This is an optimization exercise on Yosys and OpenROAD, whose aim is small area and a short achievable clock period, not a production implementation. At most, simulation tests tie the RTL to the original design; equivalence was not proved. Function not checked in run 1: the RTL went through the layout flow alone. No activity file was given, so power comes from the tool's default toggle rates.

## flow/design.v (module list and top-level ports; edited modules follow where they fit)
// module MAF: 2860 lines
module MAF(
    input clk,
    input  [31:0] A, B, C,
    input  [1:0]  func,
    output [63:0] Result
    );
  // ...
==> flow/flow/run.sh <==
#!/bin/bash
# Standard ORFS layout with two changes:
#  - synthesis runs `synth -noabc` (the quick generic ABC pass inside synth is
#    skipped), so extract_fa sees the RTL's XOR/majority structure and maps
#    full adders without the inverters it otherwise puts around them;
#  - extra make variables from flow/make_args.txt (e.g. the port buffer cell).
# Each tool's output goes to its own log here and under orfs/logs.
set -euo pipefail
here=$(pwd)
sed '1s/yosys synth -nofsm -noshare/yosys synth -nofsm -noshare -noabc/' synth_recipe.tcl > my_synth.tcl
grep -q -- '-noabc' my_synth.tcl
sed "s#SYNTH_SCRIPT=[^ ]*#SYNTH_SCRIPT=$here/my_synth.tcl#" standard.sh > my_standard.sh
grep -q "SYNTH_SCRIPT=$here/my_synth.tcl" my_standard.sh
extra=()
if [[ -f flow/make_args.txt ]]; then
  while IFS= read -r line; do [[ -n "$line" ]] && extra+=("$line"); done < flow/make_args.txt
fi
bash my_standard.sh "${extra[@]}" synth > synth.log 2>&1
bash my_standard.sh "${extra[@]}" finish > layout.log 2>&1
test -f out/final.def
==> flow/flow/make_args.txt <==
BUFFER_PORTS_ARGS=-buffer_cell sky130_fd_sc_hd__buf_4
==> flow/standard.sh <==
#!/bin/bash
# synth_recipe.tcl (not shown) runs the flow's synth.tcl, then flattens the netlist and writes it again
# the make line also repeats each setting of config.mk as NAME=value (left out here)
make -C /OpenROAD-flow-scripts/flow DESIGN_CONFIG=/design/flow/config.mk WORK_HOME=/design/flow/orfs CLKGATE_MAP_FILE= SYNTH_SCRIPT=/design/flow/synth_recipe.tcl "${@:-finish}"
==> flow/config.mk <==
export PLATFORM = sky130hd
export DESIGN_NAME = MAF
export DESIGN_NICKNAME = MAF
export VERILOG_FILES = /design/flow/design.v
export SDC_FILE = /design/flow/constraint.sdc
export NUM_CORES = 4
export LEC_CHECK = 0
export ABC_AREA = 1
export CAP_MARGIN = 20
export CORE_MARGIN = 2
export CORE_UTILIZATION = 40
export SETUP_SLACK_MARGIN = 3.5
export SLEW_MARGIN = 20
==> flow/constraint.sdc <==
create_clock -name core_clock -period 10.0 [get_ports {clk}]
set_input_delay 2.0000 -clock core_clock [delete_from_list [all_inputs] [get_ports {clk}]]
set_output_delay 2.0000 -clock core_clock [all_outputs]
set_load 0.01 [all_outputs]
==> run notes, run 1 <==
DP Area=29900 um2; Worst path max stage delay=570 ps; Top class by area=multi-input gates; Hold/Removal Path Class=in -> reg; WL met1=37.2 mm; Synth area leaders=fa_1, xor2_1, o22ai_2; CP top delay family=adder cells; Final period util=0.644; status=timing/DRC/antenna clean; slowest cell on the critical path=buf_4; min cycle time layout=6440 ps; grt met1 use=0.341; Clock Pin Slew Worst Setup and Hold Paths=60 ps; met2 WL=47.0 mm; GRT busiest layer=met2; Worst Path Class, Setup=in -> reg; Synth top area share=0.384; Final ANT Viol Nets=0; crit path max fanout=32; HP Start=C[0]; Multi-In Gates=2066; Crit. path cell count=14; Seq pwr share=0.117; Critical Path AT=6820 ps; most frequent cells in the layout=xor2_1, fa_1, o22ai_1, buf_4, o22ai_2; synth warn=1
==> run 2: changes to the inputs <==
--- a/flow/design.v
+++ b/flow/design.v
@@ -1148,257 +1148,278 @@
     wire s1141;
     wire c1142;
     wire s1143;
     wire c1144;
     wire s1145;
     wire c1146;
     wire s1147;
     wire c1148;
-    reg [63:0] r_a, r_b;
     wire pg1149;
-    wire pp1150;
-    wire pg1151;
-    wire pp1152;
-    wire pg1153;
-    wire pp1154;
-    wire pg1155;
-    wire pp1156;
-    wire pg1157;
-    wire pp1158;
-    wire pg1159;
-    wire pp1160;
+    wire pg1150;
+    wire pp1151;
+    wire pg1152;
+    wire pp1153;
+    wire pg1154;
+    wire pp1155;
+    wire pg1156;
+    wire pp1157;
+    wire pg1158;
+    wire pp1159;
+    wire pg1160;
     wire pg1161;
-    wire pp1162;
-    wire pg1163;
-    wire pp1164;
-    wire pg1165;
-    wire pp1166;
-    wire pg1167;
-    wire pp1168;
-    wire pg1169;
-    wire pp1170;
+    wire pg1162;
+    wire pp1163;
+    wire pg1164;
+    wire pp1165;
+    wire pg1166;
+    wire pp1167;
+    wire pg1168;
+    wire pp1169;
+    wire pg1170;
     wire pg1171;
-    wire pp1172;
+    wire pg1172;
     wire pg1173;
-    wire pp1174;
+    wire pg1174;
     wire pg1175;
-    wire pp1176;
+    wire pg1176;
     wire pg1177;
-    wire pp1178;
+    reg [11:0] r_lo;
+    reg r_c;
+    reg [51:0] r_a, r_b;
+    wire gc1178;
     wire pg1179;
-    wire pp1180;
-    wire pg1181;
-    wire pp1182;
-    wire pg1183;
-    wire pp1184;
-    wire pg1185;
-    wire pp1186;
-    wire pg1187;
-    wire pp1188;
-    wire pg1189;
-    wire pp1190;
-    wire pg1191;
-    wire pp1192;
-    wire pg1193;
-    wire pp1194;
-    wire pg1195;
-    wire pp1196;
-    wire pg1197;
-    wire pp1198;
-    wire pg1199;
-    wire pp1200;
-    wire pg1201;
-    wire pp1202;
-    wire pg1203;
-    wire pp1204;
-    wire pg1205;
-    wire pp1206;
-    wire pg1207;
-    wire pp1208;
-    wire pg1209;
-    wire pp1210;
-    wire pg1211;
-    wire pp1212;
-    wire pg1213;
-    wire pp1214;
-    wire pg1215;
-    wire pp1216;
-    wire pg1217;
-    wire pp1218;
-    wire pg1219;
-    wire pp1220;
-    wire pg1221;
-    wire pp1222;
-    wire pg1223;
-    wire pp1224;
-    wire pg1225;
-    wire pp1226;
-    wire pg1227;
-    wire pp1228;
-    wire pg1229;
-    wire pp1230;
+    wire pg1180;
+    wire pp1181;
+    wire pg1182;
+    wire pp1183;
+    wire pg1184;
+    wire pp1185;
+    wire pg1186;
+    wire pp1187;
+    wire pg1188;
+    wire pp1189;
+    wire pg1190;
+    wire pp1191;
+    wire pg1192;
+    wire pp1193;
+    wire pg1194;
+    wire pp1195;
+    wire pg1196;
+    wire pp1197;
+    wire pg1198;
+    wire pp1199;
+    wire pg1200;
+    wire pp1201;
+    wire pg1202;
+    wire pp1203;
+    wire pg1204;
+    wire pp1205;
+    wire pg1206;
+    wire pp1207;
+    wire pg1208;
+    wire pp1209;
+    wire pg1210;
+    wire pp1211;
+    wire pg1212;
+    wire pp1213;
+    wire pg1214;
+    wire pp1215;
+    wire pg1216;
+    wire pp1217;
+    wire pg1218;
+    wire pp1219;
+    wire pg1220;
+    wire pp1221;
+    wire pg1222;
+    wire pp1223;
+    wire pg1224;
+    wire pp1225;
+    wire pg1226;
+    wire pp1227;
+    wire pg1228;
+    wire pp1229;
+    wire pg1230;
     wire pg1231;
-    wire pp1232;
-    wire pg1233;
-    wire pp1234;
-    wire pg1235;
-    wire pp1236;
-    wire pg1237;
-    wire pp1238;
-    wire pg1239;
-    wire pp1240;
-    wire pg1241;
-    wire pp1242;
-    wire pg1243;
-    wire pp1244;
-    wire pg1245;
-    wire pp1246;
-    wire pg1247;
-    wire pp1248;
-    wire pg1249;
-    wire pp1250;
-    wire pg1251;
-    wire pp1252;
-    wire pg1253;
-    wire pp1254;
-    wire pg1255;
-    wire pp1256;
-    wire pg1257;
-    wire pp1258;
-    wire pg1259;
-    wire pp1260;
-    wire pg1261;
-    wire pp1262;
-    wire pg1263;
-    wire pp1264;
-    wire pg1265;
-    wire pp1266;
-    wire pg1267;
-    wire pp1268;
-    wire pg1269;
-    wire pp1270;
-    wire pg1271;
-    wire pp1272;
-    wire pg1273;
-    wire pp1274;
-    wire pg1275;
-    wire pp1276;
-    wire pg1277;
-    wire pp1278;
-    wire pg1279;
-    wire pp1280;
+    wire pg1232;
+    wire pp1233;
+    wire pg1234;
+    wire pp1235;
+    wire pg1236;
+    wire pp1237;
+    wire pg1238;
+    wire pp1239;
+    wire pg1240;
+    wire pp1241;
+    wire pg1242;
+    wire pp1243;
+    wire pg1244;
+    wire pp1245;
+    wire pg1246;
+    wire pp1247;
+    wire pg1248;
+    wire pp1249;
+    wire pg1250;
+    wire pp1251;
+    wire pg1252;
+    wire pp1253;
+    wire pg1254;
+    wire pp1255;
+    wire pg1256;
+    wire pp1257;
+    wire pg1258;
+    wire pp1259;
+    wire pg1260;
+    wire pp1261;
+    wire pg1262;
+    wire pp1263;
+    wire pg1264;
+    wire pp1265;
+    wire pg1266;
+    wire pp1267;
+    wire pg1268;
+    wire pp1269;
+    wire pg1270;
+    wire pp1271;
+    wire pg1272;
+    wire pp1273;
+    wire pg1274;
+    wire pp1275;
+    wire pg1276;
+    wire pp1277;
+    wire pg1278;
+    wire pp1279;
+    wire pg1280;
     wire pg1281;
-    wire pp1282;
+    wire pg1282;
     wire pg1283;
-    wire pp1284;
-    wire pg1285;
-    wire pp1286;
-    wire pg1287;
-    wire pp1288;
-    wire pg1289;
-    wire pp1290;
-    wire pg1291;
-    wire pp1292;
-    wire pg1293;
-    wire pp1294;
-    wire pg1295;
-    wire pp1296;
-    wire pg1297;
-    wire pp1298;
-    wire pg1299;
-    wire pp1300;
-    wire pg1301;
-    wire pp1302;
-    wire pg1303;
-    wire pp1304;
-    wire pg1305;
-    wire pp1306;
-    wire pg1307;
-    wire pp1308;
-    wire pg1309;
-    wire pp1310;
-    wire pg1311;
-    wire pp1312;
-    wire pg1313;
-    wire pp1314;
-    wire pg1315;
-    wire pp1316;
-    wire pg1317;
-    wire pp1318;
-    wire pg1319;
-    wire pp1320;
-    wire pg1321;
-    wire pp1322;
-    wire pg1323;
-    wire pp1324;
+    wire pg1284;
+    wire pp1285;
+    wire pg1286;
+    wire pp1287;
+    wire pg1288;
+    wire pp1289;
+    wire pg1290;
+    wire pp1291;
+    wire pg1292;
+    wire pp1293;
+    wire pg1294;
+    wire pp1295;
+    wire pg1296;
+    wire pp1297;
+    wire pg1298;
+    wire pp1299;
+    wire pg1300;
+    wire pp1301;
+    wire pg1302;
+    wire pp1303;
+    wire pg1304;
+    wire pp1305;
+    wire pg1306;
+    wire pp1307;
+    wire pg1308;
+    wire pp1309;
+    wire pg1310;
+    wire pp1311;
+    wire pg1312;
+    wire pp1313;
+    wire pg1314;
+    wire pp1315;
+    wire pg1316;
+    wire pp1317;
+    wire pg1318;
+    wire pp1319;
+    wire pg1320;
+    wire pp1321;
+    wire pg1322;
+    wire pp1323;
+    wire pg1324;
     wire pg1325;
-    wire pp1326;
+    wire pg1326;
     wire pg1327;
-    wire pp1328;
+    wire pg1328;
     wire pg1329;
-    wire pp1330;
+    wire pg1330;
     wire pg1331;
-    wire pp1332;
-    wire pg1333;
-    wire pp1334;
-    wire pg1335;
-    wire pp1336;
-    wire pg1337;
-    wire pp1338;
-    wire pg1339;
-    wire pp1340;
-    wire pg1341;
-    wire pp1342;
-    wire pg1343;
-    wire pp1344;
-    wire pg1345;
-    wire pp1346;
-    wire pg1347;
-    wire pp1348;
-    wire pg1349;
-    wire pp1350;
-    wire pg1351;
-    wire pp1352;
-    wire pg1353;
-    wire pp1354;
-    wire pg1355;
-    wire pp1356;
-    wire pg1357;
-    wire pp1358;
-    wire pg1359;
-    wire pp1360;
-    wire pg1361;
-    wire pp1362;
-    wire pg1363;
-    wire pp1364;
+    wire pg1332;
+    wire pp1333;
+    wire pg1334;
+    wire pp1335;
+    wire pg1336;
+    wire pp1337;
+    wire pg1338;
+    wire pp1339;
+    wire pg1340;
+    wire pp1341;
+    wire pg1342;
+    wire pp1343;
+    wire pg1344;
+    wire pp1345;
+    wire pg1346;
+    wire pp1347;
+    wire pg1348;
+    wire pp1349;
+    wire pg1350;
+    wire pp1351;
+    wire pg1352;
+    wire pp1353;
+    wire pg1354;
+    wire pp1355;
+    wire pg1356;
+    wire pp1357;
+    wire pg1358;
+    wire pp1359;
+    wire pg1360;
+    wire pp1361;
+    wire pg1362;
+    wire pp1363;
+    wire pg1364;
     wire pg1365;
-    wire pp1366;
+    wire pg1366;
     wire pg1367;
-    wire pp1368;
+    wire pg1368;
     wire pg1369;
-    wire pp1370;
+    wire pg1370;
     wire pg1371;
-    wire pp1372;
+    wire pg1372;
     wire pg1373;
-    wire pp1374;
+    wire pg1374;
     wire pg1375;
-    wire pp1376;
+    wire pg1376;
     wire pg1377;
-    wire pp1378;
+    wire pg1378;
     wire pg1379;
-    wire pp1380;
-    wire pg1381;
-    wire pp1382;
-    wire pg1383;
-    wire pp1384;
-    wire pg1385;
-    wire pp1386;
-    wire pg1387;
-    wire pp1388;
+    wire pg1380;
+    wire pp1381;
+    wire pg1382;
+    wire pp1383;
+    wire pg1384;
+    wire pp1385;
+    wire pg1386;
+    wire pp1387;
+    wire pg1388;
+    wire pg1389;
+    wire pg1390;
+    wire pg1391;
+    wire pg1392;
+    wire pg1393;
+    wire pg1394;
+    wire pg1395;
+    wire pg1396;
+    wire pg1397;
+    wire pg1398;
+    wire pg1399;
+    wire pg1400;
+    wire pg1401;
+    wire pg1402;
+    wire pg1403;
+    wire pg1404;
+    wire pg1405;
+    wire pg1406;
+    wire pg1407;
     wire f0 = func[0];
     wire addc = func[0] ^ func[1];
     wire [31:0] be = {B[31:1] & {31{~f0}}, B[0] | f0};
     wire [31:0] ce = C & {32{addc}};
     wire [34:0] bx = {2'b00, be, 1'b0};
     wire one0 = bx[1] ^ bx[0];
     wire two0 = (bx[2] & ~bx[1] & ~bx[0]) | (~bx[2] & bx[1] & bx[0]);
     wire neg0 = bx[2];
@@ -2608,254 +2629,277 @@
     assign s1143 = c894 ^ s1015 ^ c1014;
     assign c1144 = (c894 & s1015) | (c894 & c1014) | (s1015 & c1014);
     assign s1145 = s1017 ^ pp15[32] ^ c1016;
     assign c1146 = (s1017 & pp15[32]) | (s1017 & c1016) | (pp15[32] & c1016);
     assign s1147 = ~neg15 ^ s1019 ^ c1018;
     assign c1148 = (~neg15 & s1019) | (~neg15 & c1018) | (s1019 & c1018);
     wire [63:0] ra = {c1146, c1144, c1142, c1140, c1138, c1136, c1134, c1132, c1130, c1128, c1126, c1124, c1122, c1120, c1118, c1116, c1114, c1112, c1110, c1108, c1106, c1104, c1102, c1100, c1098, c1096, c1094, c1092, c1090, c1088, c1086, c1084, c1082, c1080, c1078, c1076, c1074, c1072, c1070, c1068, c1066, c1064, c1062, c1060, c1058, c1056, c1054, c1052, c1050, c1048, c1046, c1044, c1042, c1040, c1038, c1036, c1034, c1032, c1030, c1028, c1026, c1024, c1022, s1021};
     wire [63:0] rb = {s1147, s1145, s1143, s1141, s1139, s1137, s1135, s1133, s1131, s1129, s1127, s1125, s1123, s1121, s1119, s1117, s1115, s1113, s1111, s1109, s1107, s1105, s1103, s1101, s1099, s1097, s1095, s1093, s1091, s1089, s1087, s1085, s1083, s1081, s1079, s1077, s1075, s1073, s1071, s1069, s1067, s1065, s1063, s1061, s1059, s1057, s1055, s1053, s1051, s1049, s1047, s1045, s1043, s1041, s1039, s1037, s1035, s1033, s1031, s1029, s1027, s1025, s1023, pp0[0]};
-    always @(posedge clk) begin r_a <= ra[63:0]; r_b <= rb[63:0]; end
-    wire [63:0] hi_g = r_a[63:0] & r_b[63:0];
-    wire [63:0] hi_p = r_a[63:0] ^ r_b[63:0];
-    assign pg1149 = hi_g[1] | (hi_p[1] & hi_g[0]);
-    assign pp1150 = hi_p[1] & hi_p[0];
-    assign pg1151 = hi_g[3] | (hi_p[3] & hi_g[2]);
-    assign pp1152 = hi_p[3] & hi_p[2];
-    assign pg1153 = hi_g[5] | (hi_p[5] & hi_g[4]);
-    assign pp1154 = hi_p[5] & hi_p[4];
-    assign pg1155 = hi_g[7] | (hi_p[7] & hi_g[6]);
-    assign pp1156 = hi_p[7] & hi_p[6];
-    assign pg1157 = hi_g[9] | (hi_p[9] & hi_g[8]);
-    assign pp1158 = hi_p[9] & hi_p[8];
-    assign pg1159 = hi_g[11] | (hi_p[11] & hi_g[10]);
-    assign pp1160 = hi_p[11] & hi_p[10];
-    assign pg1161 = hi_g[13] | (hi_p[13] & hi_g[12]);
-    assign pp1162 = hi_p[13] & hi_p[12];
-    assign pg1163 = hi_g[15] | (hi_p[15] & hi_g[14]);
-    assign pp1164 = hi_p[15] & hi_p[14];
-    assign pg1165 = hi_g[17] | (hi_p[17] & hi_g[16]);
-    assign pp1166 = hi_p[17] & hi_p[16];
-    assign pg1167 = hi_g[19] | (hi_p[19] & hi_g[18]);
-    assign pp1168 = hi_p[19] & hi_p[18];
-    assign pg1169 = hi_g[21] | (hi_p[21] & hi_g[20]);
-    assign pp1170 = hi_p[21] & hi_p[20];
-    assign pg1171 = hi_g[23] | (hi_p[23] & hi_g[22]);
-    assign pp1172 = hi_p[23] & hi_p[22];
-    assign pg1173 = hi_g[25] | (hi_p[25] & hi_g[24]);
-    assign pp1174 = hi_p[25] & hi_p[24];
-    assign pg1175 = hi_g[27] | (hi_p[27] & hi_g[26]);
-    assign pp1176 = hi_p[27] & hi_p[26];
-    assign pg1177 = hi_g[29] | (hi_p[29] & hi_g[28]);
-    assign pp1178 = hi_p[29] & hi_p[28];
-    assign pg1179 = hi_g[31] | (hi_p[31] & hi_g[30]);
-    assign pp1180 = hi_p[31] & hi_p[30];
-    assign pg1181 = hi_g[33] | (hi_p[33] & hi_g[32]);
-    assign pp1182 = hi_p[33] & hi_p[32];
-    assign pg1183 = hi_g[35] | (hi_p[35] & hi_g[34]);
-    assign pp1184 = hi_p[35] & hi_p[34];
-    assign pg1185 = hi_g[37] | (hi_p[37] & hi_g[36]);
-    assign pp1186 = hi_p[37] & hi_p[36];
-    assign pg1187 = hi_g[39] | (hi_p[39] & hi_g[38]);
-    assign pp1188 = hi_p[39] & hi_p[38];
-    assign pg1189 = hi_g[41] | (hi_p[41] & hi_g[40]);
-    assign pp1190 = hi_p[41] & hi_p[40];
-    assign pg1191 = hi_g[43] | (hi_p[43] & hi_g[42]);
-    assign pp1192 = hi_p[43] & hi_p[42];
-    assign pg1193 = hi_g[45] | (hi_p[45] & hi_g[44]);
-    assign pp1194 = hi_p[45] & hi_p[44];
-    assign pg1195 = hi_g[47] | (hi_p[47] & hi_g[46]);
-    assign pp1196 = hi_p[47] & hi_p[46];
-    assign pg1197 = hi_g[49] | (hi_p[49] & hi_g[48]);
-    assign pp1198 = hi_p[49] & hi_p[48];
-    assign pg1199 = hi_g[51] | (hi_p[51] & hi_g[50]);
-    assign pp1200 = hi_p[51] & hi_p[50];
-    assign pg1201 = hi_g[53] | (hi_p[53] & hi_g[52]);
-    assign pp1202 = hi_p[53] & hi_p[52];
-    assign pg1203 = hi_g[55] | (hi_p[55] & hi_g[54]);
-    assign pp1204 = hi_p[55] & hi_p[54];
-    assign pg1205 = hi_g[57] | (hi_p[57] & hi_g[56]);
-    assign pp1206 = hi_p[57] & hi_p[56];
-    assign pg1207 = hi_g[59] | (hi_p[59] & hi_g[58]);
-    assign pp1208 = hi_p[59] & hi_p[58];
-    assign pg1209 = hi_g[61] | (hi_p[61] & hi_g[60]);
-    assign pp1210 = hi_p[61] & hi_p[60];
-    assign pg1211 = hi_g[63] | (hi_p[63] & hi_g[62]);
-    assign pp1212 = hi_p[63] & hi_p[62];
-    assign pg1213 = pg1151 | (pp1152 & pg1149);
-    assign pp1214 = pp1152 & pp1150;
-    assign pg1215 = pg1155 | (pp1156 & pg1153);
-    assign pp1216 = pp1156 & pp1154;
-    assign pg1217 = pg1159 | (pp1160 & pg1157);
-    assign pp1218 = pp1160 & pp1158;
-    assign pg1219 = pg1163 | (pp1164 & pg1161);
-    assign pp1220 = pp1164 & pp1162;
-    assign pg1221 = pg1167 | (pp1168 & pg1165);
-    assign pp1222 = pp1168 & pp1166;
-    assign pg1223 = pg1171 | (pp1172 & pg1169);
-    assign pp1224 = pp1172 & pp1170;
-    assign pg1225 = pg1175 | (pp1176 & pg1173);
-    assign pp1226 = pp1176 & pp1174;
-    assign pg1227 = pg1179 | (pp1180 & pg1177);
-    assign pp1228 = pp1180 & pp1178;
-    assign pg1229 = pg1183 | (pp1184 & pg1181);
-    assign pp1230 = pp1184 & pp1182;
-    assign pg1231 = pg1187 | (pp1188 & pg1185);
-    assign pp1232 = pp1188 & pp1186;
-    assign pg1233 = pg1191 | (pp1192 & pg1189);
-    assign pp1234 = pp1192 & pp1190;
-    assign pg1235 = pg1195 | (pp1196 & pg1193);
-    assign pp1236 = pp1196 & pp1194;
-    assign pg1237 = pg1199 | (pp1200 & pg1197);
-    assign pp1238 = pp1200 & pp1198;
-    assign pg1239 = pg1203 | (pp1204 & pg1201);
-    assign pp1240 = pp1204 & pp1202;
-    assign pg1241 = pg1207 | (pp1208 & pg1205);
-    assign pp1242 = pp1208 & pp1206;
-    assign pg1243 = pg1211 | (pp1212 & pg1209);
-    assign pp1244 = pp1212 & pp1210;
-    assign pg1245 = pg1215 | (pp1216 & pg1213);
-    assign pp1246 = pp1216 & pp1214;
-    assign pg1247 = pg1219 | (pp1220 & pg1217);
-    assign pp1248 = pp1220 & pp1218;
-    assign pg1249 = pg1223 | (pp1224 & pg1221);
-    assign pp1250 = pp1224 & pp1222;
-    assign pg1251 = pg1227 | (pp1228 & pg1225);
-    assign pp1252 = pp1228 & pp1226;
-    assign pg1253 = pg1231 | (pp1232 & pg1229);
-    assign pp1254 = pp1232 & pp1230;
-    assign pg1255 = pg1235 | (pp1236 & pg1233);
-    assign pp1256 = pp1236 & pp1234;
-    assign pg1257 = pg1239 | (pp1240 & pg1237);
-    assign pp1258 = pp1240 & pp1238;
-    assign pg1259 = pg1243 | (pp1244 & pg1241);
-    assign pp1260 = pp1244 & pp1242;
-    assign pg1261 = pg1247 | (pp1248 & pg1245);
-    assign pp1262 = pp1248 & pp1246;
-    assign pg1263 = pg1251 | (pp1252 & pg1249);
-    assign pp1264 = pp1252 & pp1250;
-    assign pg1265 = pg1255 | (pp1256 & pg1253);
-    assign pp1266 = pp1256 & pp1254;
-    assign pg1267 = pg1259 | (pp1260 & pg1257);
-    assign pp1268 = pp1260 & pp1258;
-    assign pg1269 = pg1263 | (pp1264 & pg1261);
-    assign pp1270 = pp1264 & pp1262;
-    assign pg1271 = pg1267 | (pp1268 & pg1265);
-    assign pp1272 = pp1268 & pp1266;
-    assign pg1273 = pg1271 | (pp1272 & pg1269);
-    assign pp1274 = pp1272 & pp1270;
-    assign pg1275 = pg1265 | (pp1266 & pg1269);
-    assign pp1276 = pp1266 & pp1270;
-    assign pg1277 = pg1249 | (pp1250 & pg1261);
-    assign pp1278 = pp1250 & pp1262;
-    assign pg1279 = pg1253 | (pp1254 & pg1269);
-    assign pp1280 = pp1254 & pp1270;
-    assign pg1281 = pg1257 | (pp1258 & pg1275);
-    assign pp1282 = pp1258 & pp1276;
-    assign pg1283 = pg1217 | (pp1218 & pg1245);
-    assign pp1284 = pp1218 & pp1246;
-    assign pg1285 = pg1221 | (pp1222 & pg1261);
-    assign pp1286 = pp1222 & pp1262;
-    assign pg1287 = pg1225 | (pp1226 & pg1277);
-    assign pp1288 = pp1226 & pp1278;
-    assign pg1289 = pg1229 | (pp1230 & pg1269);
-    assign pp1290 = pp1230 & pp1270;
-    assign pg1291 = pg1233 | (pp1234 & pg1279);
-    assign pp1292 = pp1234 & pp1280;
-    assign pg1293 = pg1237 | (pp1238 & pg1275);
-    assign pp1294 = pp1238 & pp1276;
-    assign pg1295 = pg1241 | (pp1242 & pg1281);
-    assign pp1296 = pp1242 & pp1282;
-    assign pg1297 = pg1153 | (pp1154 & pg1213);
-    assign pp1298 = pp1154 & pp1214;
-    assign pg1299 = pg1157 | (pp1158 & pg1245);
-    assign pp1300 = pp1158 & pp1246;
-    assign pg1301 = pg1161 | (pp1162 & pg1283);
-    assign pp1302 = pp1162 & pp1284;
-    assign pg1303 = pg1165 | (pp1166 & pg1261);
-    assign pp1304 = pp1166 & pp1262;
-    assign pg1305 = pg1169 | (pp1170 & pg1285);
-    assign pp1306 = pp1170 & pp1286;
-    assign pg1307 = pg1173 | (pp1174 & pg1277);
-    assign pp1308 = pp1174 & pp1278;
-    assign pg1309 = pg1177 | (pp1178 & pg1287);
-    assign pp1310 = pp1178 & pp1288;
-    assign pg1311 = pg1181 | (pp1182 & pg1269);
-    assign pp1312 = pp1182 & pp1270;
-    assign pg1313 = pg1185 | (pp1186 & pg1289);
-    assign pp1314 = pp1186 & pp1290;
-    assign pg1315 = pg1189 | (pp1190 & pg1279);
-    assign pp1316 = pp1190 & pp1280;
-    assign pg1317 = pg1193 | (pp1194 & pg1291);
-    assign pp1318 = pp1194 & pp1292;
-    assign pg1319 = pg1197 | (pp1198 & pg1275);
-    assign pp1320 = pp1198 & pp1276;
-    assign pg1321 = pg1201 | (pp1202 & pg1293);
-    assign pp1322 = pp1202 & pp1294;
-    assign pg1323 = pg1205 | (pp1206 & pg1281);
-    assign pp1324 = pp1206 & pp1282;
-    assign pg1325 = pg1209 | (pp1210 & pg1295);
-    assign pp1326 = pp1210 & pp1296;
-    assign pg1327 = hi_g[2] | (hi_p[2] & pg1149);
-    assign pp1328 = hi_p[2] & pp1150;
-    assign pg1329 = hi_g[4] | (hi_p[4] & pg1213);
-    assign pp1330 = hi_p[4] & pp1214;
-    assign pg1331 = hi_g[6] | (hi_p[6] & pg1297);
-    assign pp1332 = hi_p[6] & pp1298;
-    assign pg1333 = hi_g[8] | (hi_p[8] & pg1245);
-    assign pp1334 = hi_p[8] & pp1246;
-    assign pg1335 = hi_g[10] | (hi_p[10] & pg1299);
-    assign pp1336 = hi_p[10] & pp1300;
-    assign pg1337 = hi_g[12] | (hi_p[12] & pg1283);
-    assign pp1338 = hi_p[12] & pp1284;
-    assign pg1339 = hi_g[14] | (hi_p[14] & pg1301);
-    assign pp1340 = hi_p[14] & pp1302;
-    assign pg1341 = hi_g[16] | (hi_p[16] & pg1261);
-    assign pp1342 = hi_p[16] & pp1262;
-    assign pg1343 = hi_g[18] | (hi_p[18] & pg1303);
-    assign pp1344 = hi_p[18] & pp1304;
-    assign pg1345 = hi_g[20] | (hi_p[20] & pg1285);
-    assign pp1346 = hi_p[20] & pp1286;
-    assign pg1347 = hi_g[22] | (hi_p[22] & pg1305);
-    assign pp1348 = hi_p[22] & pp1306;
-    assign pg1349 = hi_g[24] | (hi_p[24] & pg1277);
-    assign pp1350 = hi_p[24] & pp1278;
-    assign pg1351 = hi_g[26] | (hi_p[26] & pg1307);
-    assign pp1352 = hi_p[26] & pp1308;
-    assign pg1353 = hi_g[28] | (hi_p[28] & pg1287);
-    assign pp1354 = hi_p[28] & pp1288;
-    assign pg1355 = hi_g[30] | (hi_p[30] & pg1309);
-    assign pp1356 = hi_p[30] & pp1310;
-    assign pg1357 = hi_g[32] | (hi_p[32] & pg1269);
-    assign pp1358 = hi_p[32] & pp1270;
-    assign pg1359 = hi_g[34] | (hi_p[34] & pg1311);
-    assign pp1360 = hi_p[34] & pp1312;
-    assign pg1361 = hi_g[36] | (hi_p[36] & pg1289);
-    assign pp1362 = hi_p[36] & pp1290;
-    assign pg1363 = hi_g[38] | (hi_p[38] & pg1313);
-    assign pp1364 = hi_p[38] & pp1314;
-    assign pg1365 = hi_g[40] | (hi_p[40] & pg1279);
-    assign pp1366 = hi_p[40] & pp1280;
-    assign pg1367 = hi_g[42] | (hi_p[42] & pg1315);
-    assign pp1368 = hi_p[42] & pp1316;
-    assign pg1369 = hi_g[44] | (hi_p[44] & pg1291);
-    assign pp1370 = hi_p[44] & pp1292;
-    assign pg1371 = hi_g[46] | (hi_p[46] & pg1317);
-    assign pp1372 = hi_p[46] & pp1318;
-    assign pg1373 = hi_g[48] | (hi_p[48] & pg1275);
-    assign pp1374 = hi_p[48] & pp1276;
-    assign pg1375 = hi_g[50] | (hi_p[50] & pg1319);
-    assign pp1376 = hi_p[50] & pp1320;
-    assign pg1377 = hi_g[52] | (hi_p[52] & pg1293);
-    assign pp1378 = hi_p[52] & pp1294;
-    assign pg1379 = hi_g[54] | (hi_p[54] & pg1321);
-    assign pp1380 = hi_p[54] & pp1322;
-    assign pg1381 = hi_g[56] | (hi_p[56] & pg1281);
-    assign pp1382 = hi_p[56] & pp1282;
-    assign pg1383 = hi_g[58] | (hi_p[58] & pg1323);
-    assign pp1384 = hi_p[58] & pp1324;
-    assign pg1385 = hi_g[60] | (hi_p[60] & pg1295);
-    assign pp1386 = hi_p[60] & pp1296;
-    assign pg1387 = hi_g[62] | (hi_p[62] & pg1325);
-    assign pp1388 = hi_p[62] & pp1326;
-    wire [63:0] hi_sum = hi_p ^ {pg1387, pg1325, pg1385, pg1295, pg1383, pg1323, pg1381, pg1281, pg1379, pg1321, pg1377, pg1293, pg1375, pg1319, pg1373, pg1275, pg1371, pg1317, pg1369, pg1291, pg1367, pg1315, pg1365, pg1279, pg1363, pg1313, pg1361, pg1289, pg1359, pg1311, pg1357, pg1269, pg1355, pg1309, pg1353, pg1287, pg1351, pg1307, pg1349, pg1277, pg1347, pg1305, pg1345, pg1285, pg1343, pg1303, pg1341, pg1261, pg1339, pg1301, pg1337, pg1283, pg1335, pg1299, pg1333, pg1245, pg1331, pg1297, pg1329, pg1213, pg1327, pg1149, hi_g[0], 1'b0};
-    assign Result = hi_sum;
+    wire [11:0] lo_g = ra[11:0] & rb[11:0];
+    wire [11:0] lo_p = ra[11:0] ^ rb[11:0];
+    assign pg1149 = lo_g[1] | (lo_p[1] & lo_g[0]);
+    assign pg1150 = lo_g[3] | (lo_p[3] & lo_g[2]);
+    assign pp1151 = lo_p[3] & lo_p[2];
+    assign pg1152 = lo_g[5] | (lo_p[5] & lo_g[4]);
+    assign pp1153 = lo_p[5] & lo_p[4];
+    assign pg1154 = lo_g[7] | (lo_p[7] & lo_g[6]);
+    assign pp1155 = lo_p[7] & lo_p[6];
+    assign pg1156 = lo_g[9] | (lo_p[9] & lo_g[8]);
+    assign pp1157 = lo_p[9] & lo_p[8];
+    assign pg1158 = lo_g[11] | (lo_p[11] & lo_g[10]);
+    assign pp1159 = lo_p[11] & lo_p[10];
+    assign pg1160 = lo_g[2] | (lo_p[2] & pg1149);
+    assign pg1161 = pg1150 | (pp1151 & pg1149);
+    assign pg1162 = lo_g[6] | (lo_p[6] & pg1152);
+    assign pp1163 = lo_p[6] & pp1153;
+    assign pg1164 = pg1154 | (pp1155 & pg1152);
+    assign pp1165 = pp1155 & pp1153;
+    assign pg1166 = lo_g[10] | (lo_p[10] & pg1156);
+    assign pp1167 = lo_p[10] & pp1157;
+    assign pg1168 = pg1158 | (pp1159 & pg1156);
+    assign pp1169 = pp1159 & pp1157;
+    assign pg1170 = lo_g[4] | (lo_p[4] & pg1161);
+    assign pg1171 = pg1152 | (pp1153 & pg1161);
+    assign pg1172 = pg1162 | (pp1163 & pg1161);
+    assign pg1173 = pg1164 | (pp1165 & pg1161);
+    assign pg1174 = lo_g[8] | (lo_p[8] & pg1173);
+    assign pg1175 = pg1156 | (pp1157 & pg1173);
+    assign pg1176 = pg1166 | (pp1167 & pg1173);
+    assign pg1177 = pg1168 | (pp1169 & pg1173);
+    wire [11:0] lo_sum = lo_p ^ {pg1176, pg1175, pg1174, pg1173, pg1172, pg1171, pg1170, pg1161, pg1160, pg1149, lo_g[0], 1'b0};
+    always @(posedge clk) begin r_lo <= lo_sum; r_c <= pg1177; end
+    always @(posedge clk) begin r_a <= ra[63:12]; r_b <= rb[63:12]; end
+    wire [51:0] hi_g = r_a[51:0] & r_b[51:0];
+    wire [51:0] hi_p = r_a[51:0] ^ r_b[51:0];
+    assign gc1178 = hi_g[0] | (hi_p[0] & r_c);
+    assign pg1179 = hi_g[1] | (hi_p[1] & gc1178);
+    assign pg1180 = hi_g[3] | (hi_p[3] & hi_g[2]);
+    assign pp1181 = hi_p[3] & hi_p[2];
+    assign pg1182 = hi_g[5] | (hi_p[5] & hi_g[4]);
+    assign pp1183 = hi_p[5] & hi_p[4];
+    assign pg1184 = hi_g[7] | (hi_p[7] & hi_g[6]);
+    assign pp1185 = hi_p[7] & hi_p[6];
+    assign pg1186 = hi_g[9] | (hi_p[9] & hi_g[8]);
+    assign pp1187 = hi_p[9] & hi_p[8];
+    assign pg1188 = hi_g[11] | (hi_p[11] & hi_g[10]);
+    assign pp1189 = hi_p[11] & hi_p[10];
+    assign pg1190 = hi_g[13] | (hi_p[13] & hi_g[12]);
+    assign pp1191 = hi_p[13] & hi_p[12];
+    assign pg1192 = hi_g[15] | (hi_p[15] & hi_g[14]);
+    assign pp1193 = hi_p[15] & hi_p[14];
+    assign pg1194 = hi_g[17] | (hi_p[17] & hi_g[16]);
+    assign pp1195 = hi_p[17] & hi_p[16];
+    assign pg1196 = hi_g[19] | (hi_p[19] & hi_g[18]);
+    assign pp1197 = hi_p[19] & hi_p[18];
+    assign pg1198 = hi_g[21] | (hi_p[21] & hi_g[20]);
+    assign pp1199 = hi_p[21] & hi_p[20];
+    assign pg1200 = hi_g[23] | (hi_p[23] & hi_g[22]);
+    assign pp1201 = hi_p[23] & hi_p[22];
+    assign pg1202 = hi_g[25] | (hi_p[25] & hi_g[24]);
+    assign pp1203 = hi_p[25] & hi_p[24];
+    assign pg1204 = hi_g[27] | (hi_p[27] & hi_g[26]);
+    assign pp1205 = hi_p[27] & hi_p[26];
+    assign pg1206 = hi_g[29] | (hi_p[29] & hi_g[28]);
+    assign pp1207 = hi_p[29] & hi_p[28];
+    assign pg1208 = hi_g[31] | (hi_p[31] & hi_g[30]);
+    assign pp1209 = hi_p[31] & hi_p[30];
+    assign pg1210 = hi_g[33] | (hi_p[33] & hi_g[32]);
+    assign pp1211 = hi_p[33] & hi_p[32];
+    assign pg1212 = hi_g[35] | (hi_p[35] & hi_g[34]);
+    assign pp1213 = hi_p[35] & hi_p[34];
+    assign pg1214 = hi_g[37] | (hi_p[37] & hi_g[36]);
+    assign pp1215 = hi_p[37] & hi_p[36];
+    assign pg1216 = hi_g[39] | (hi_p[39] & hi_g[38]);
+    assign pp1217 = hi_p[39] & hi_p[38];
+    assign pg1218 = hi_g[41] | (hi_p[41] & hi_g[40]);
+    assign pp1219 = hi_p[41] & hi_p[40];
+    assign pg1220 = hi_g[43] | (hi_p[43] & hi_g[42]);
+    assign pp1221 = hi_p[43] & hi_p[42];
+    assign pg1222 = hi_g[45] | (hi_p[45] & hi_g[44]);
+    assign pp1223 = hi_p[45] & hi_p[44];
+    assign pg1224 = hi_g[47] | (hi_p[47] & hi_g[46]);
+    assign pp1225 = hi_p[47] & hi_p[46];
+    assign pg1226 = hi_g[49] | (hi_p[49] & hi_g[48]);
+    assign pp1227 = hi_p[49] & hi_p[48];
+    assign pg1228 = hi_g[51] | (hi_p[51] & hi_g[50]);
+    assign pp1229 = hi_p[51] & hi_p[50];
+    assign pg1230 = hi_g[2] | (hi_p[2] & pg1179);
+    assign pg1231 = pg1180 | (pp1181 & pg1179);
+    assign pg1232 = hi_g[6] | (hi_p[6] & pg1182);
+    assign pp1233 = hi_p[6] & pp1183;
+    assign pg1234 = pg1184 | (pp1185 & pg1182);
+    assign pp1235 = pp1185 & pp1183;
+    assign pg1236 = hi_g[10] | (hi_p[10] & pg1186);
+    assign pp1237 = hi_p[10] & pp1187;
+    assign pg1238 = pg1188 | (pp1189 & pg1186);
+    assign pp1239 = pp1189 & pp1187;
+    assign pg1240 = hi_g[14] | (hi_p[14] & pg1190);
+    assign pp1241 = hi_p[14] & pp1191;
+    assign pg1242 = pg1192 | (pp1193 & pg1190);
+    assign pp1243 = pp1193 & pp1191;
+    assign pg1244 = hi_g[18] | (hi_p[18] & pg1194);
+    assign pp1245 = hi_p[18] & pp1195;
+    assign pg1246 = pg1196 | (pp1197 & pg1194);
+    assign pp1247 = pp1197 & pp1195;
+    assign pg1248 = hi_g[22] | (hi_p[22] & pg1198);
+    assign pp1249 = hi_p[22] & pp1199;
+    assign pg1250 = pg1200 | (pp1201 & pg1198);
+    assign pp1251 = pp1201 & pp1199;
+    assign pg1252 = hi_g[26] | (hi_p[26] & pg1202);
+    assign pp1253 = hi_p[26] & pp1203;
+    assign pg1254 = pg1204 | (pp1205 & pg1202);
+    assign pp1255 = pp1205 & pp1203;
+    assign pg1256 = hi_g[30] | (hi_p[30] & pg1206);
+    assign pp1257 = hi_p[30] & pp1207;
+    assign pg1258 = pg1208 | (pp1209 & pg1206);
+    assign pp1259 = pp1209 & pp1207;
+    assign pg1260 = hi_g[34] | (hi_p[34] & pg1210);
+    assign pp1261 = hi_p[34] & pp1211;
+    assign pg1262 = pg1212 | (pp1213 & pg1210);
+    assign pp1263 = pp1213 & pp1211;
+    assign pg1264 = hi_g[38] | (hi_p[38] & pg1214);
+    assign pp1265 = hi_p[38] & pp1215;
+    assign pg1266 = pg1216 | (pp1217 & pg1214);
+    assign pp1267 = pp1217 & pp1215;
+    assign pg1268 = hi_g[42] | (hi_p[42] & pg1218);
+    assign pp1269 = hi_p[42] & pp1219;
+    assign pg1270 = pg1220 | (pp1221 & pg1218);
+    assign pp1271 = pp1221 & pp1219;
+    assign pg1272 = hi_g[46] | (hi_p[46] & pg1222);
+    assign pp1273 = hi_p[46] & pp1223;
+    assign pg1274 = pg1224 | (pp1225 & pg1222);
+    assign pp1275 = pp1225 & pp1223;
+    assign pg1276 = hi_g[50] | (hi_p[50] & pg1226);
+    assign pp1277 = hi_p[50] & pp1227;
+    assign pg1278 = pg1228 | (pp1229 & pg1226);
+    assign pp1279 = pp1229 & pp1227;
+    assign pg1280 = hi_g[4] | (hi_p[4] & pg1231);
+    assign pg1281 = pg1182 | (pp1183 & pg1231);
+    assign pg1282 = pg1232 | (pp1233 & pg1231);
+    assign pg1283 = pg1234 | (pp1235 & pg1231);
+    assign pg1284 = hi_g[12] | (hi_p[12] & pg1238);
+    assign pp1285 = hi_p[12] & pp1239;
+    assign pg1286 = pg1190 | (pp1191 & pg1238);
+    assign pp1287 = pp1191 & pp1239;
+    assign pg1288 = pg1240 | (pp1241 & pg1238);
+    assign pp1289 = pp1241 & pp1239;
+    assign pg1290 = pg1242 | (pp1243 & pg1238);
+    assign pp1291 = pp1243 & pp1239;
+    assign pg1292 = hi_g[20] | (hi_p[20] & pg1246);
+    assign pp1293 = hi_p[20] & pp1247;
+    assign pg1294 = pg1198 | (pp1199 & pg1246);
+    assign pp1295 = pp1199 & pp1247;
+    assign pg1296 = pg1248 | (pp1249 & pg1246);
+    assign pp1297 = pp1249 & pp1247;
+    assign pg1298 = pg1250 | (pp1251 & pg1246);
+    assign pp1299 = pp1251 & pp1247;
+    assign pg1300 = hi_g[28] | (hi_p[28] & pg1254);
+    assign pp1301 = hi_p[28] & pp1255;
+    assign pg1302 = pg1206 | (pp1207 & pg1254);
+    assign pp1303 = pp1207 & pp1255;
+    assign pg1304 = pg1256 | (pp1257 & pg1254);
+    assign pp1305 = pp1257 & pp1255;
+    assign pg1306 = pg1258 | (pp1259 & pg1254);
+    assign pp1307 = pp1259 & pp1255;
+    assign pg1308 = hi_g[36] | (hi_p[36] & pg1262);
+    assign pp1309 = hi_p[36] & pp1263;
+    assign pg1310 = pg1214 | (pp1215 & pg1262);
+    assign pp1311 = pp1215 & pp1263;
+    assign pg1312 = pg1264 | (pp1265 & pg1262);
+    assign pp1313 = pp1265 & pp1263;
+    assign pg1314 = pg1266 | (pp1267 & pg1262);
+    assign pp1315 = pp1267 & pp1263;
+    assign pg1316 = hi_g[44] | (hi_p[44] & pg1270);
+    assign pp1317 = hi_p[44] & pp1271;
+    assign pg1318 = pg1222 | (pp1223 & pg1270);
+    assign pp1319 = pp1223 & pp1271;
+    assign pg1320 = pg1272 | (pp1273 & pg1270);
+    assign pp1321 = pp1273 & pp1271;
+    assign pg1322 = pg1274 | (pp1275 & pg1270);
+    assign pp1323 = pp1275 & pp1271;
+    assign pg1324 = hi_g[8] | (hi_p[8] & pg1283);
+    assign pg1325 = pg1186 | (pp1187 & pg1283);
+    assign pg1326 = pg1236 | (pp1237 & pg1283);
+    assign pg1327 = pg1238 | (pp1239 & pg1283);
+    assign pg1328 = pg1284 | (pp1285 & pg1283);
+    assign pg1329 = pg1286 | (pp1287 & pg1283);
+    assign pg1330 = pg1288 | (pp1289 & pg1283);
+    assign pg1331 = pg1290 | (pp1291 & pg1283);
+    assign pg1332 = hi_g[24] | (hi_p[24] & pg1298);
+    assign pp1333 = hi_p[24] & pp1299;
+    assign pg1334 = pg1202 | (pp1203 & pg1298);
+    assign pp1335 = pp1203 & pp1299;
+    assign pg1336 = pg1252 | (pp1253 & pg1298);
+    assign pp1337 = pp1253 & pp1299;
+    assign pg1338 = pg1254 | (pp1255 & pg1298);
+    assign pp1339 = pp1255 & pp1299;
+    assign pg1340 = pg1300 | (pp1301 & pg1298);
+    assign pp1341 = pp1301 & pp1299;
+    assign pg1342 = pg1302 | (pp1303 & pg1298);
+    assign pp1343 = pp1303 & pp1299;
+    assign pg1344 = pg1304 | (pp1305 & pg1298);
+    assign pp1345 = pp1305 & pp1299;
+    assign pg1346 = pg1306 | (pp1307 & pg1298);
+    assign pp1347 = pp1307 & pp1299;
+    assign pg1348 = hi_g[40] | (hi_p[40] & pg1314);
+    assign pp1349 = hi_p[40] & pp1315;
+    assign pg1350 = pg1218 | (pp1219 & pg1314);
+    assign pp1351 = pp1219 & pp1315;
+    assign pg1352 = pg1268 | (pp1269 & pg1314);
+    assign pp1353 = pp1269 & pp1315;
+    assign pg1354 = pg1270 | (pp1271 & pg1314);
+    assign pp1355 = pp1271 & pp1315;
+    assign pg1356 = pg1316 | (pp1317 & pg1314);
+    assign pp1357 = pp1317 & pp1315;
+    assign pg1358 = pg1318 | (pp1319 & pg1314);
+    assign pp1359 = pp1319 & pp1315;
+    assign pg1360 = pg1320 | (pp1321 & pg1314);
+    assign pp1361 = pp1321 & pp1315;
+    assign pg1362 = pg1322 | (pp1323 & pg1314);
+    assign pp1363 = pp1323 & pp1315;
+    assign pg1364 = hi_g[16] | (hi_p[16] & pg1331);
+    assign pg1365 = pg1194 | (pp1195 & pg1331);
+    assign pg1366 = pg1244 | (pp1245 & pg1331);
+    assign pg1367 = pg1246 | (pp1247 & pg1331);
+    assign pg1368 = pg1292 | (pp1293 & pg1331);
+    assign pg1369 = pg1294 | (pp1295 & pg1331);
+    assign pg1370 = pg1296 | (pp1297 & pg1331);
+    assign pg1371 = pg1298 | (pp1299 & pg1331);
+    assign pg1372 = pg1332 | (pp1333 & pg1331);
+    assign pg1373 = pg1334 | (pp1335 & pg1331);
+    assign pg1374 = pg1336 | (pp1337 & pg1331);
+    assign pg1375 = pg1338 | (pp1339 & pg1331);
+    assign pg1376 = pg1340 | (pp1341 & pg1331);
+    assign pg1377 = pg1342 | (pp1343 & pg1331);
+    assign pg1378 = pg1344 | (pp1345 & pg1331);
+    assign pg1379 = pg1346 | (pp1347 & pg1331);
+    assign pg1380 = hi_g[48] | (hi_p[48] & pg1362);
+    assign pp1381 = hi_p[48] & pp1363;
+    assign pg1382 = pg1226 | (pp1227 & pg1362);
+    assign pp1383 = pp1227 & pp1363;
+    assign pg1384 = pg1276 | (pp1277 & pg1362);
+    assign pp1385 = pp1277 & pp1363;
+    assign pg1386 = pg1278 | (pp1279 & pg1362);
+    assign pp1387 = pp1279 & pp1363;
+    assign pg1388 = hi_g[32] | (hi_p[32] & pg1379);
+    assign pg1389 = pg1210 | (pp1211 & pg1379);
+    assign pg1390 = pg1260 | (pp1261 & pg1379);
+    assign pg1391 = pg1262 | (pp1263 & pg1379);
+    assign pg1392 = pg1308 | (pp1309 & pg1379);
+    assign pg1393 = pg1310 | (pp1311 & pg1379);
+    assign pg1394 = pg1312 | (pp1313 & pg1379);
+    assign pg1395 = pg1314 | (pp1315 & pg1379);
+    assign pg1396 = pg1348 | (pp1349 & pg1379);
+    assign pg1397 = pg1350 | (pp1351 & pg1379);
+    assign pg1398 = pg1352 | (pp1353 & pg1379);
+    assign pg1399 = pg1354 | (pp1355 & pg1379);
+    assign pg1400 = pg1356 | (pp1357 & pg1379);
+    assign pg1401 = pg1358 | (pp1359 & pg1379);
+    assign pg1402 = pg1360 | (pp1361 & pg1379);
+    assign pg1403 = pg1362 | (pp1363 & pg1379);
+    assign pg1404 = pg1380 | (pp1381 & pg1379);
+    assign pg1405 = pg1382 | (pp1383 & pg1379);
+    assign pg1406 = pg1384 | (pp1385 & pg1379);
+    assign pg1407 = pg1386 | (pp1387 & pg1379);
+    wire [51:0] hi_sum = hi_p ^ {pg1406, pg1405, pg1404, pg1403, pg1402, pg1401, pg1400, pg1399, pg1398, pg1397, pg1396, pg1395, pg1394, pg1393, pg1392, pg1391, pg1390, pg1389, pg1388, pg1379, pg1378, pg1377, pg1376, pg1375, pg1374, pg1373, pg1372, pg1371, pg1370, pg1369, pg1368, pg1367, pg1366, pg1365, pg1364, pg1331, pg1330, pg1329, pg1328, pg1327, pg1326, pg1325, pg1324, pg1283, pg1282, pg1281, pg1280, pg1231, pg1230, pg1179, gc1178, r_c};
+    assign Result = {hi_sum, r_lo};
 endmodule
==> flow/flow/make_args.txt (replaced) <==
BUFFER_PORTS_ARGS=-buffer_cell sky130_fd_sc_hd__buf_2
==> flow/config.mk (replaced) <==
export PLATFORM = sky130hd
export DESIGN_NAME = MAF
export DESIGN_NICKNAME = MAF
export VERILOG_FILES = /design/flow/design.v
export SDC_FILE = /design/flow/constraint.sdc
export NUM_CORES = 4
export LEC_CHECK = 0
export CAP_MARGIN = 20
export CORE_MARGIN = 2
export CORE_UTILIZATION = 40
export SETUP_SLACK_MARGIN = 4.2
export SLEW_MARGIN = 20
==> run 2 against run 1 <==
Effect of this change:
- synthesized area shrank 4.5%
- clock power grew 12%
- sequential power shrank 8%
- first-iteration DRC count grew 26%
- critical path depth shrank 6
- final area shrank 1.4%
- final cell count shrank 0.83%
- critical path type unchanged
==> run notes, run 2 <==
status=timing/DRC/antenna clean; RSZ-0062 raised after global routing=true; Seq/Total Area, Yosys=0.0869; syn avg cell area=10.0 um2; clk buf depth=2; crit path max fanout=34 (+6.3%); post-synthesis cell area=26900 um2; Worst Path Class, Setup=in -> reg; Synth area leaders=fa_1, xnor2_1, a22oi_1; pwr/cell area=303 nW/um2; Nets=3419; Non-Filler Cell Area, Final=30300 um2; max cap viols=0; Pre-antenna DRT Iters=7; # hold bufs at CTS=0; largest net degree at the start of global routing=38; Overflow after GRT=0; Initial Utilization=0.403; Pleak=0.0117 uW; Hold/Removal Path Class=in -> reg; Die Wd=264 um; TritonCTS Sinks=117; die area=69500 um2; vias in the first global route=24100; layout cell share with drive strength beyond 1=0.155; kind of end point of the critical path=flip-flop; drt total wl=100 mm; Core Util, Final=0.453; top-count cell post-synth=xnor2_1; core area=66900 um2; DP Area=28400 um2 (-4.9%); Final ANT Viol Nets=0 (unchanged); most frequent cells in the layout=xnor2_1, fa_1, a22oi_1, buf_2, dfxtp_1; largest registers=r_a x52, r_b x52, r_lo x12; EDFF count, synth=0; synth warn=1 (unchanged); Setup crit start kind=input port; gr usage total=0.289; initial antenna violation count=10; CP required=10380 ps; VDD IR max=0.201 mV; Final setup viols=0; detailed placement HPWL=64.6 mm; Slew HR=0.229; Port Buffers=162; Final period util=0.588 (-0.0559); 1st-iter DRT viols=2949; Most used DFF post-synth=dfxtp_1; Fillers=6257; most common cell after layout, fill and taps aside=xnor2_1; IO Pins=163; Die Y=264 um; Final Worst Setup Slack=4120 ps; ys async rst share=0; Critical Path AT=6260 ps (-560 ps); routability cong.=0.922; setup_tns=0 ps; FMAX=170 MHz; Post-synth top cells=xnor2_1, fa_1, a22oi_1; CTS tree=done; Hold Fails Final Rpt=0; Via-to-Cell Ratio=6.29; via count=22400; wire per inst=28.1 um; worst slew pin tran=1160 ps; post-synthesis register bit count=117; Setup WS pre-CTS=2800 ps; CTS buffer count=17; Syn Nets=3428; min cycle time layout=5880 ps (-559 ps); DRC Markers=0; Final Max Slew Viols=0; area leader, netlist=fa_1; Clock Pin Slew Worst Setup and Hold Paths=70 ps (about the same); first-pass GRT wire length=151 mm; H-tree levels=4; # rows=95; Syn-to-layout area delta=12.6%; Synth top area share=0.386 (+0.00249); Synth cell types=53; Synth Instances=2686; Root Buffer=clkbuf_16
run 2: per-stage QoR:
| step | instances | hold WS (ps) | total power [uW] |
|---|---|---|---|
| after floorplan | 2686 | 2300 | 5980 |
| after global placement | 3468 | 2400 | 8040 |
| after detailed placement | 3468 | 2400 | 8280 |
| after CTS | 3541 | 1930 | 9100 |
| after global routing | 3564 | 1980 | 10200 |
| final | 3566 | 1960 | 9190 |
run 2: where the power goes:
| part | switching [uW] | internal, uW | total, uW |
|---|---|---|---|
| Clock | 272 | 399 | 671 |
| Combinational | 4110 | 3400 | 7510 |
| Sequential | 133 | 874 | 1010 |
run 2: area by class of cell:
| type | count | area (um2) | share of cell area |
|---|---|---|---|
| antenna | 3 | 7.51 | 0.000247 |
| inverter | 101 | 379 | 0.0125 |
| clock buffer | 18 | 439 | 0.0145 |
| tap | 873 | 1090 | 0.0360 |
| timing repair buffer | 274 | 2160 | 0.0713 |
| clock inverter | 14 | 175 | 0.00577 |
| sequential | 117 | 2340 | 0.0772 |
| multi-input combinational | 2166 | 23700 | 0.782 |
run 2: per-layer routing:
metal,wire length (um),vias up,global-route usage
li1,-,9090,-
met1,38900,11300,0.373
met3,13700,341,0.122
met2,42900,1688,0.421
met4,4430,18,0.129
met5,232,-,0.00762
run 2: path summary, 6_finish.rpt:
check	start	to	depth (start not counted)
max	A[3]	r_b[25]	8
min	C[0]	r_lo[0]	4
run 2: what timing repair did:
action,CTS,global route
gates cloned,8,3
setup endpoints to repair,112,70
resized for setup,51,82
pin swaps,20,23
setup buffers,33,19
run 2: cell families (layout without fill, tap and decap cells):
kind of cell | count (synthesis) | count (layout) | synth area share
compound gates | 682 | 682 | 0.182
xor+xnor | 556 | 556 | 0.181
fa+ha+maj | 643 | 643 | 0.443
buf+inv | 410 | 407 | 0.0571
flops | 117 | 117 | 0.0869
other cells | 0 | 3 | 0
simple gates | 278 | 285 | 0.0495
run 2: critical path: stages:
cell	delay, ps
buf_2	770
and2_1	260
fa_1	450
fa_1	560
fa_1	520
fa_1	730
fa_2	500
fa_1	450
==> run 3: changes to the inputs <==
--- a/flow/config.mk
+++ b/flow/config.mk
@@ -9,4 +9,4 @@
 export CORE_MARGIN = 2
-export CORE_UTILIZATION = 40
-export SETUP_SLACK_MARGIN = 4.2
+export CORE_UTILIZATION = 65
+export SETUP_SLACK_MARGIN = 4.0
 export SLEW_MARGIN = 20
==> run 3 against run 2 <==
Effect of this change:
- sequential share of layout area up 0.35 points
- die area shrank 38%
- non-clock buffer count fell by 18
- largest cell class unchanged
- clock power shrank 8.2%
- final area is 4.3% lower
- critical path type unchanged
- sequential power is essentially flat
- worst setup slack got worse by 89 ps
- still clean on timing, DRC and antenna
- synthesized cell count unchanged
- highest routed layer unchanged
- power decreased by 2.3%
- first-iteration DRC count up 7.3%
==> run notes, run 3 <==
gr usage total=0.440 (+0.150); top-count cell post-synth=xnor2_1; critical path launch point=func[0]; Pre-antenna DRT Iters=10 (+3); Root Buffer=clkbuf_16; Hold Fails Final Rpt=0 (unchanged); TritonCTS Sinks=117 (unchanged); EDFF count, synth=0 (unchanged); vias in the first global route=24100 (-0.15%); crit path max fanout=46 (+35%); FF/Latch Area=2340 um2 (unchanged); Syn Nets=3428 (unchanged); Overall Power=8970 uW (-2.3%); CP required=10370 ps (about the same); CTS tree=done; H-tree levels=4 (unchanged); Die Y=208 um (-21%); largest registers=r_a x52, r_b x52, r_lo x12; min cycle time layout=5970 ps (+89.4 ps); initial antenna violation count=8 (-2); Pleak=0.0115 uW (-2.3%); worst slew pin tran=998 ps (-160 ps); syn avg cell area=10.0 um2 (unchanged); Die Wd=208 um (-21%); Clock Pin Slew Worst Setup and Hold Paths=60 ps (about the same); Synth Instances=2686 (unchanged); Final ANT Viol Nets=0 (unchanged); via count=22800 (+1.7%); DRC Markers=0 (unchanged); Overflow after GRT=0 (unchanged); Via-to-Cell Ratio=7.12 (+13%); most frequent cells in the layout=xnor2_1, fa_1, a22oi_1, buf_2, ha_1; Setup crit start kind=input port; max cap viols=0 (unchanged); Hold/Removal Path Class=in -> reg; Port Buffers=162 (unchanged); Final Worst Setup Slack=4030 ps (-89.4 ps); ys async rst share=0 (unchanged); synth warn=1 (unchanged); Core Util, Final=0.711 (+0.258); VDD IR max=0.417 mV (+110%); CTS buffer count=17 (unchanged); Seq/Total Area, Yosys=0.0869 (unchanged); Syn-to-layout area delta=7.77%; clk buf depth=2 (unchanged); Nets=3399 (-0.58%); Multi-input gate area=23400 um2 (-1.2%); DP Area=28000 um2 (-1.4%); post-synthesis register bit count=117 (unchanged); Final setup viols=0 (unchanged); Worst Path Class, Setup=in -> reg; Synth top area share=0.386 (unchanged); Final Max Slew Viols=0 (unchanged); area leader, netlist=fa_1; Fillers=3174 (-49%); status=timing/DRC/antenna clean; Final period util=0.597 (+0.00894); setup_tns=0 ps (unchanged); layout cell share with drive strength beyond 1=0.135 (-0.0198); wire per inst=29.0 um (+3.3%); Post-synth top cells=xnor2_1, fa_1, a22oi_1; Initial Utilization=0.660 (+0.257); largest net degree at the start of global routing=47 (+24%); detailed placement HPWL=61.0 mm (-5.7%); kind of end point of the critical path=flip-flop; die area=43100 um2 (-38%); first-pass GRT wire length=143 mm (-5.2%); # rows=74 (-22%); Synth area leaders=fa_1, xnor2_1, a22oi_1; Critical Path AT=6340 ps (+80 ps); drt total wl=93.0 mm (-7.2%); most common cell after layout, fill and taps aside=xnor2_1; routability cong.=0.958 (+3.9%); Synth cell types=53 (unchanged); post-synthesis cell area=26900 um2 (unchanged); RSZ-0062 raised after global routing=true; FMAX=168 MHz (-1.5%); IO Pins=163 (unchanged); pwr/cell area=309 nW/um2 (+2.0%); Non-Filler Cell Area, Final=29000 um2 (-4.3%); Worst Setup EP=r_b[19]; Most used DFF post-synth=dfxtp_1; 1st-iter DRT viols=3165 (+7.3%); Setup WS pre-CTS=2870 ps (+69.7 ps); Slew HR=0.335 (+0.106); core area=40800 um2 (-39%)
[run 3: cell counts after synthesis]
No cell type changed its count.
[run 3: through the flow]
stage,hold slack (ps),std cells
CTS,1970,3185
detailed placement,2400,3144
global route,2030,3203
floorplan,2300,2686
finish,2020,3204
global placement,2390,3144
[run 3: layout make-up]
| cell class | count | share of cell area |
|---|---|---|
| multi-input cells | 2164 | 0.807 |
| flip-flops and latches | 117 | 0.0807 |
| repair buffers | 256 | 0.0562 |
| well taps | 532 | 0.0229 |
| clock buffers | 19 | 0.0153 |
| inverters | 101 | 0.0131 |
| clock inverters | 13 | 0.00431 |
| diodes | 2 | 0.000172 |
[run 3: logic make-up after synthesis]
| group | synth area share |
|---|---|
| compound gates | 0.182 |
| xor+xnor | 0.181 |
| fa+ha+maj | 0.443 |
| buf+inv | 0.0571 |
| flops | 0.0869 |
| simple gates | 0.0495 |
[run 3: worst min path at each step]
stage,startpoint,end,cells past startpoint
detailed placement,r_lo[4],Result[4],1
finish,C[0],r_lo[0],4
global route,C[0],r_lo[0],4
floorplan,r_lo[0],Result[0],0
CTS,C[0],r_lo[0],4
global placement,r_lo[8],Result[8],1
[run 3: metal layers]
| metal | track usage | vias to the layer above | part of all wire |
|---|---|---|---|
| li1 | - | 9039 | - |
| met1 | 0.574 | 11400 | 0.36 |
| met2 | 0.650 | 1932 | 0.44 |
| met3 | 0.156 | 423 | 0.14 |
| met4 | 0.220 | 8 | 0.054 |
| met5 | 0 | - | 0.00059 |
[run 3: power breakdown]
part	total, uW	leakage, uW	internal, uW	switching [uW]
combinational	7380	0.0102	3320	4060
sequential	978	0.000986	874	105
clock	616	0.000274	349	267
[run 3: repair_timing]
action,CTS,global route
endpoints found under the setup margin,78,54
gates resized for setup,22,32
pin swaps,5,13
hold endpoints to repair,0,0
buffers inserted,5,16
cloned,4,1
hold buffers,0,0
[run 3: critical path, stage by stage]
cell,delay (ps)
buf_16,220
nor2b_4,450
buf_4,540
xnor2_1,190
fa_1,480
fa_1,500
fa_1,490
fa_1,470
fa_1,540
fa_1,410
==> run 4: changes to the inputs <==
--- a/flow/config.mk
+++ b/flow/config.mk
@@ -9,4 +9,5 @@
 export CORE_MARGIN = 2
-export CORE_UTILIZATION = 65
+export CORE_UTILIZATION = 55
 export SETUP_SLACK_MARGIN = 4.0
 export SLEW_MARGIN = 20
+export TNS_END_PERCENT = 20
==> run 4 against run 3 <==
Effect of this change:
- still clean
- power is 0.19% higher
- die area is 18% higher
- combinational power hardly changed
- synthesized cell count stayed put
- critical path depth is 3 higher
- global-route usage is 6.0 points lower
- largest power group unchanged
==> run notes, run 4 <==
core area=48600 um2 (+19%); TritonCTS Sinks=117 (unchanged); synthesized-area fraction occupied by and/or/nand/nor cells=0.0495 (unchanged); gr usage total=0.380 (-0.0600); area leader, netlist=fa_1; Synth area leaders=fa_1, xnor2_1, a22oi_1; syn avg cell area=10.0 um2 (unchanged); non-filler cells, final=3314 (+3.4%); routability cong.=0.901 (-5.9%); # hold bufs at CTS=0 (unchanged); CTS buffer count=17 (unchanged); most common cell after layout, fill and taps aside=xnor2_1; FMAX=167 MHz (-0.47%); layout cell share with drive strength beyond 1=0.141 (+0.00606); detailed placement HPWL=63.3 mm (+3.9%); Worst path max stage delay=420 ps (-120 ps); Pleak=0.0116 uW (+0.87%); Synth cell types=53 (unchanged); Final Max Slew Viols=0 (unchanged); drt total wl=94.3 mm (+1.4%); via count=22000 (-3.4%); CP required=8000 ps (-2370 ps); status=timing/DRC/antenna clean; Slew HR=0.271 (-0.0644); Overflow after GRT=0 (unchanged); post-synthesis register bit count=117 (unchanged); xor-xnor portion of the synthesized cell area=0.181 (unchanged); first-pass GRT wire length=142 mm (-0.59%); Worst Path Buf+Inv=3 (+1); Pre-antenna DRT Iters=8 (-2); Worst Path Class, Setup=reg -> out; slowest cell on the critical path=fa_2; RSZ-0062 raised after global routing=true; Setup crit start kind=flip-flop; Syn Nets=3428 (unchanged); clk buf depth=2 (unchanged); Nets=3419 (+0.59%); Seq/Total Area, Yosys=0.0869 (unchanged); Via-to-Cell Ratio=6.65 (-6.6%); Hold/Removal Path Class=in -> reg; Setup WS pre-CTS=2770 ps (-106 ps); most frequent cells in the layout=xnor2_1, fa_1, a22oi_1, buf_2, ha_1; CTS tree=done; synth warn=1 (unchanged); dpl cells=3234 (+2.9%); Root Buffer=clkbuf_16; Die Y=225 um (+8.5%); setup_tns=0 ps (unchanged); pwr/cell area=306 nW/um2 (-0.80%); Hold Worst Slack=1980 ps (-41.1 ps); crit path cell chain=fa_2 -> fa_2 -> a211oi_4 -> o211ai_1 -> a31oi_1 -> buf_4 -> o32ai_4 -> and2b_2 -> o2111ai_4 -> nand3_2 -> buf_4 -> xnor2_1 -> buf_2; Hold Crit Depth=4 (unchanged); # rows=81 (+9.5%); top-count cell post-synth=xnor2_1; Critical Path AT=4000 ps (-2340 ps); Final ANT Viol Nets=0 (unchanged); VDD IR max=0.215 mV (-48%); DRC Markers=0 (unchanged); Die Wd=225 um (+8.5%); wire per inst=28.5 um (-2.0%); EDFF count, synth=0 (unchanged); Most used DFF post-synth=dfxtp_1; HP Start=C[0]; IO Pins=163 (unchanged); post-synthesis cell area=26900 um2 (unchanged); die area=50800 um2 (+18%); Compound-Gate Fraction of Synth Area=0.182 (unchanged); multiplexer share of the synthesized area=0 (unchanged); Synth Instances=2686 (unchanged); Final Worst Setup Slack=4000 ps (-28.4 ps); CP top delay family=compound AO/OA/AOI/OAI gates; Initial Utilization=0.554 (-0.106); kind of end point of the critical path=output port; Synth top area share=0.386 (unchanged); initial antenna violation count=7 (-1); Syn-to-layout area delta=8.85%; Adder-Cell Fraction of Synth Area=0.443 (unchanged); ys async rst share=0 (unchanged); vias in the first global route=23300 (-3.5%); Port Buffers=162 (unchanged); Final period util=0.600 (+0.00284); largest net degree at the start of global routing=50 (+6.4%); largest family of logic cells by synthesized area=adder cells; Hold Fails Final Rpt=0 (unchanged); min cycle time layout=6000 ps (+28.4 ps); worst slew pin tran=1090 ps (+96.5 ps); Clock Pin Slew Worst Setup and Hold Paths=70 ps (about the same); Post-synth top cells=xnor2_1, fa_1, a22oi_1; 1st-iter DRT viols=2580 (-18%); Hold Path Sink=r_lo[0]; crit path max fanout=4 (-91%); max cap viols=0 (unchanged); largest registers=r_a x52, r_b x52, r_lo x12; Final setup viols=0 (unchanged); H-tree levels=4 (unchanged)
==> run 4: cell counts after synthesis <==
No cell type changed its count.
==> run 4: report_power, final <==
part           switching (uW)  leakage, uW  internal (uW)
combinational            4070       0.0103           3330
clock                     269     0.000275            352
sequential               93.9     0.000986            873
total                    4430       0.0116           4560
==> run 4: per-stage QoR <==
| stage | utilization | power (uW) | instance area, um2 |
|---|---|---|---|
| global placement | 0.578 | 8070 | 28100 |
| finish | 0.603 | 8990 | 29300 |
| CTS | 0.595 | 9020 | 29000 |
| detailed placement | 0.578 | 8280 | 28100 |
| floorplan | - | 5940 | 27000 |
| global route | 0.603 | 9980 | 29300 |
==> run 4: cell families after synthesis <==
| logic type | Yosys count |
|---|---|
| AO/OA/AOI/OAI | 682 |
| AND/OR/NAND/NOR | 278 |
| adder cells (fa/ha/maj) | 643 |
| flip-flops | 117 |
| XOR/XNOR | 556 |
| buffers and inverters | 410 |
==> run 4: per-layer routing <==
metal,up-vias,wire length (um),GRT usage
met2,1465,42500,0.584
met5,-,34,0
li1,9077,-,-
met1,11200,37100,0.495
met3,296,10500,0.120
met4,6,4110,0.163
==> run 4: area by class of cell <==
type                       count  area (um2)
antenna                        2        5.00
clock buffer                  18         439
clock inverter                14         140
fill                        4173       19300
inverter                     101         379
multi-input combinational   2161       23400
sequential                   117        2340
tap                          622         778
timing repair buffer         279        1840
==> run 4: what timing repair did <==
| item | CTS | global route |
|---|---|---|
| endpoints found under the setup margin | 95 | 61 |
| buffers inserted | 15 | 28 |
| resized for setup | 27 | 28 |
| gates cloned | 1 | 2 |
| pin swaps | 11 | 12 |
==> run 4: worst max-delay path by stage <==
stage	start	to	slack, ps	depth (start not counted)
floorplan	func[0]	r_b[22]	3980	13
global placement	func[0]	r_b[22]	2880	13
global route	r_c	Result[61]	3820	13
finish	r_c	Result[61]	4000	13
CTS	B[0]	r_lo[11]	3920	13
detailed placement	func[0]	r_b[22]	2770	13
==> run 4: worst min-delay path, delay by kind of cell <==
kind                       cells  cell delay (ps)
adders and majority gates      2              250
buffers and inverters          1               80
and+or+nand+nor                1              120

[afterwards: timing with drivers on the ports]
Ports are ideal in the flow. The routed layouts listed here were re-timed in OpenROAD. Step 1: set_driving_cell puts a clkbuf_16 on clk and a buf_2 on each other input, an assumption about the parent block. Step 2, shift: input delay + t, output delay - t, t = (earliest + latest rising clock arrival at the registers) / 2. This alone moves slack from input paths to output paths. a / b / c = ideal ports / drivers / drivers and shift; a / b = the first two.
| run | t, ns | slack for setup (ns) |
|---|---|---|
| run 1 | 0.577 | 3.561 / 3.585 / 3.008 |
| run 2 | 0.561 | 4.120 / 4.146 / 3.585 |
| run 3 | 0.556 | 4.031 / 4.019 / 3.476 |
| run 4 | 0.548 | 4.003 / 3.939 / 3.474 |
After both steps every run listed still meets setup and hold.
